Context: an optimization exercise on an open-source flow, tuned for small area. The choices shown serve that exercise and are no tape-out recipe.
No run shown here included a check of the RTL's function; only the layout flow was run.

==> flow/design.v (outline; a module is shown in full before it is edited, if it fits) <==
// module fft1_fa: 4 lines
// module fft_1: 3662 lines
module fft_1(reset, x_re0, x_re1, x_im0, x_im1, y_re0, y_re1, y_im0, y_im1, x_re2, x_re3, x_re4, x_re5, x_re6, x_re7, x_im2, x_im3, x_im4, x_im5, x_im6, x_im7, y_re2, y_re3, y_re4, y_re5, y_re6, y_re7,  y_im2, y_im3, y_im4, y_im5, y_im6, y_im7, clk);
  // ...
==> flow/flow/run.sh <==
#!/bin/bash
# Standard ORFS layout, with the port buffers made of the smallest buffer
# (buffer_ports otherwise picks clkdlybuf4s50_1, a delay cell).
set -euo pipefail
export BUFFER_PORTS_ARGS="-buffer_cell sky130_fd_sc_hd__buf_1"
bash standard.sh > standard.log 2>&1
==> flow/standard.sh <==
#!/bin/bash
# synth_recipe.tcl (not shown) runs the flow's synth.tcl, then flattens the netlist and writes it again
# the make line also repeats each setting of config.mk as NAME=value (left out here)
make -C /OpenROAD-flow-scripts/flow DESIGN_CONFIG=/design/flow/config.mk WORK_HOME=/design/flow/orfs CLKGATE_MAP_FILE= SYNTH_SCRIPT=/design/flow/synth_recipe.tcl "${@:-finish}"
==> flow/config.mk <==
export PLATFORM = sky130hd
export DESIGN_NAME = fft_1
export DESIGN_NICKNAME = fft_1
export VERILOG_FILES = /design/flow/design.v
export SDC_FILE = /design/flow/constraint.sdc
export NUM_CORES = 4
export LEC_CHECK = 0
export CAP_MARGIN = 20
export CORE_MARGIN = 2
export CORE_UTILIZATION = 60
export CTS_BUF_LIST = sky130_fd_sc_hd__clkbuf_8
export CTS_CLUSTER_DIAMETER = 60
export CTS_CLUSTER_SIZE = 16
export PLACE_DENSITY = 0.7
export SLEW_MARGIN = 20
export SYNTH_HIERARCHICAL = 1
==> flow/constraint.sdc <==
create_clock -name core_clock -period 25.0 [get_ports {clk}]
set_input_delay 5.0000 -clock core_clock [delete_from_list [all_inputs] [get_ports {clk}]]
set_output_delay 5.0000 -clock core_clock [all_outputs]
set_load 0.01 [all_outputs]
==> impl_metrics.env, run 1 <==
export IMPL_hold_viol_final=0
export IMPL_post_route_period_util_pct=96.5
export IMPL_setup_tns_ns=0
export IMPL_grt_max_degree=82
export IMPL_nNonClkInverters=569
export IMPL_crit_required_ns=20.00
export IMPL_multi_input_area_sq_um=25100
export IMPL_yosys_top_cells_count="fa_1 (1122), inv_1 (568), edfxtp_1 (256)"
export IMPL_met2_usage_pct=55.9
export IMPL_wirelength_met1_mm=39.0
export IMPL_whs_ns=4.48
export IMPL_antenna_left=0
export IMPL_largest_registers="temp_im: 128 flops, temp_re: 128 flops"
export IMPL_cts_root_buf="clkbuf_8"
export IMPL_max_stage_delay_ns=0.57
export IMPL_worst_slack_ns=0.881
export IMPL_multi_input_gates=1359
export IMPL_critPathCapture="y_re7[15]"
export IMPL_synth_edff_count=256
export IMPL_clkbuf_count=31
export IMPL_muxShareOfSynthArea_pct=0
export IMPL_outcome="no timing/DRC/antenna violations"
export IMPL_signal_buffer_area_fraction_pct=5.14
export IMPL_multi_input_area_share_pct=65.1
export IMPL_fill_cells=4315
export IMPL_cts_resized=0
export IMPL_final_nets=4178
export IMPL_syn_to_final_growth_pct=10.4
export IMPL_yosysTopAreaCellShare_pct=64.3
export IMPL_dp_cells=3469
export IMPL_setup_viol=0
export IMPL_cp_num_buf_inv=6
export IMPL_min_period_ns=24.12
export IMPL_vias=19271
export IMPL_max_slew_margin_pct=27.7
export IMPL_cts_buffers_inserted=31
export IMPL_path_clk_slew_ns=0.10
export IMPL_die_width_um=245
export IMPL_synth_top_family_by_area="adder cells"
==> inputs of run 2 (changes only) <==
--- a/flow/config.mk
+++ b/flow/config.mk
@@ -10,5 +10,5 @@
 export CORE_UTILIZATION = 60
-export CTS_BUF_LIST = sky130_fd_sc_hd__clkbuf_8
-export CTS_CLUSTER_DIAMETER = 60
-export CTS_CLUSTER_SIZE = 16
+export CTS_BUF_LIST = sky130_fd_sc_hd__clkbuf_4
+export CTS_CLUSTER_DIAMETER = 50
+export CTS_CLUSTER_SIZE = 10
 export PLACE_DENSITY = 0.7
==> impl_metrics.env, run 2 <==
export IMPL_outcome="no timing/DRC/antenna violations"
export IMPL_setup_viol=0
export IMPL_port_buffers=513
export IMPL_worstMarginPinSlew_ns=1.08
export IMPL_hold_buffers=0
export IMPL_hold_viol_final=0
export IMPL_min_period_ns=24.25
export IMPL_antenna_found_initial=6
export IMPL_syn_nets=3625
export IMPL_setup_tns_ns=0
export IMPL_wl_mm=101
export IMPL_final_util_pct=66.8
export IMPL_final_cell_mix="fa_1 (1122), inv_1 (568), buf_1 (512), edfxtp_1 (256), ha_1 (61)"
export IMPL_die_area_sq_um=60100
export IMPL_die_width_um=245
export IMPL_max_slew_margin_pct=28.0
export IMPL_final_common_cell="fa_1"
export IMPL_num_io_pins=514
export IMPL_crit_required_ns=20.00
export IMPL_critPathLaunchType="flip-flop"
export IMPL_core_sq_um=57600
export IMPL_antenna_left=0
export IMPL_yosysTopAreaCellShare_pct=64.3
export IMPL_ys_ff_latch=256
export IMPL_synthFlopType="edfxtp_1"
export IMPL_yosysMostFrequentCell="fa_1"
export IMPL_final_nets=4190
export IMPL_grt_pass1_vias=22707
export IMPL_hp_class="primary input to flip-flop"
export IMPL_cp_arrival_ns=19.25
export IMPL_cts_path_max_buffers=3
export IMPL_gp_congestion=0.994
export IMPL_synth_cell_types=27
export IMPL_grtUsageTotal_pct=35.9
export IMPL_synth_top_area_cell="fa_1"
export IMPL_rsz0062_at_grt="false"
export IMPL_synthTopCellsByArea="fa_1 (64%), edfxtp_1 (22%), inv_1 (6.1%)"
export IMPL_path_clk_slew_ns=0.11
export IMPL_syn_avg_cell_area_sq_um=16.0
export IMPL_max_stage_delay_ns=0.67
export IMPL_setup_worst_path_end_class="output pin"
export IMPL_cts_buffers_inserted=43
export IMPL_crit_path_max_fanout=2
export IMPL_cp_slowest_cell="fa_1"
export IMPL_grt_max_degree=82
export IMPL_die_y_um=245
export IMPL_yosys_top_cells_count="fa_1 (1122), inv_1 (568), edfxtp_1 (256)"
export IMPL_overflow=0
export IMPL_syn_to_final_growth_pct=10.2
export IMPL_netlist_instances=2184
export IMPL_crit_top_cell="fa_1"
export IMPL_fmax_mhz=41.2
export IMPL_yosysWarningCount=11
export IMPL_drtIter0Drc=1354
export IMPL_cts_sinks=256
export IMPL_dp_cells=3469
export IMPL_initial_core_util_pct=60.6
export IMPL_htree_levels=2
export IMPL_viasPerCell=5.45
export IMPL_syn_area_sq_um=34900
export IMPL_vias=19303
export IMPL_drv_cap=0
export IMPL_synth_edff_count=256
export IMPL_wl_per_cell_um=28.5
export IMPL_num_rows=88
export IMPL_cts_root_buf="clkbuf_4"
export IMPL_first_pass_iters=7
export IMPL_final_cells=3544
export IMPL_worstSetupPathType="flip-flop to output pin"
export IMPL_slew_violations=0
export IMPL_grt_pass1_wl_mm=146
export IMPL_async_reset_ff_share_pct=0
export IMPL_largest_registers="temp_im: 128 flops, temp_re: 128 flops"
export IMPL_post_route_period_util_pct=97.0
export IMPL_ys_seq_area_share_pct=22.0
export IMPL_drive_gt1_share_pct=3.21
export IMPL_drcViolationCount=0
export IMPL_dp_hpwl_mm=95.4
export IMPL_cts_tree="built"
-- run 2: kinds of logic (layout without fill, tap and decap cells) --
| family | Yosys count | after routing | share of synthesized area (%) |
|---|---|---|---|
| other | 0 | 4 | 0 |
| adder cells (fa/ha/maj) | 1192 | 1192 | 66.8 |
| flip-flops | 256 | 256 | 22.0 |
| buffers and inverters | 569 | 1160 | 6.12 |
| AND/OR/NAND/NOR | 38 | 38 | 0.684 |
| XOR/XNOR | 124 | 124 | 4.28 |
| AO/OA/AOI/OAI | 5 | 5 | 0.118 |
-- run 2: path summary, 6_finish.rpt --
check,from,depth (start not counted),to,slack [ns]
max,temp_im[0][0],50,y_im7[15],0.75
min,x_im7[7],1,temp_im[7][7],4.33
-- run 2: Yosys stat by module, one instance, submodules excluded --
module | flops+latches | cells inside | times used
fft_1 | 256 | 1062 | 1
fft1_fa | 0 | 1 | 1122
-- run 2: layout make-up --
type	count	area, sq um
multi-input combinational	1359	25100
fill	4334	19100
sequential	256	7690
inverter	569	2140
timing repair buffer	520	1980
tap	765	957
clock buffer	49	368
clock inverter	22	239
antenna	4	10.0
-- run 2: critical path: cells and delay by family, from the launching register on --
family	cells	cell delay, ns
buf+inv	6	0.53
fa+ha+maj	41	16.99
flops	1	0.41
xor+xnor	3	0.49
-- run 2: through the flow --
stage / instance area (sq um) / hold WS, ns / worst slack, ns
final: 38500 / 4.33 / 0.751
after global routing: 38500 / 4.31 / 0.0562
after CTS: 38500 / 4.26 / 0.553
after detailed placement: 37900 / 5.17 / 1.42
after global placement: 37900 / 5.17 / 1.85
after floorplan: 34900 / 5.10 / 2.56
-- run 2: what timing repair did --
action / 4_1_cts / 5_1_grt
buffers inserted: 0 / 0
setup endpoints to repair: 0 / 2
gates resized for setup: 0 / 2
-- run 2: metal layers --
layer	vias to the layer above	GRT usage, %	wire length, um
met5	-	0	0
met2	866	55.8	48700
met4	0	14.1	4430
li1	7574	-	-
met3	141	8.73	8860
met1	10722	50.2	39100

what the ideal ports hide:
The flow's constraints put no driver on any port. The routed layouts listed below were extracted and timed again, unchanged, in two steps. Step 1 (the two cells are an assumption about what drives the block):
set clk [get_ports {clk}]
set_driving_cell -lib_cell sky130_fd_sc_hd__clkbuf_16 $clk
set_driving_cell -lib_cell sky130_fd_sc_hd__buf_2 [delete_from_list [all_inputs] $clk]
Step 2 adds t to the input delays and takes it off the output delays; t is the mean of the earliest and latest rising clock arrival at the registers after step 1. Input paths then give back, and output paths get back, about the clock's delay inside the block. Three values: ideal, step 1, step 2; two values: the first two.
| run | t, ns | setup WS [ns] | worst hold slack (ns) | worst setup path at the end | worst slew at a driven data input, ns |
|---|---|---|---|---|---|
| run 1 | 0.717 | 0.881 / 0.820 / 1.537 | 4.478 / 4.439 / 5.156 | register to output | 0.09 |
| run 2 | 0.837 | 0.751 / 0.690 / 1.526 | 4.331 / 4.298 / 5.134 | register to output | 0.08 |
After both steps every run listed still meets setup and hold.
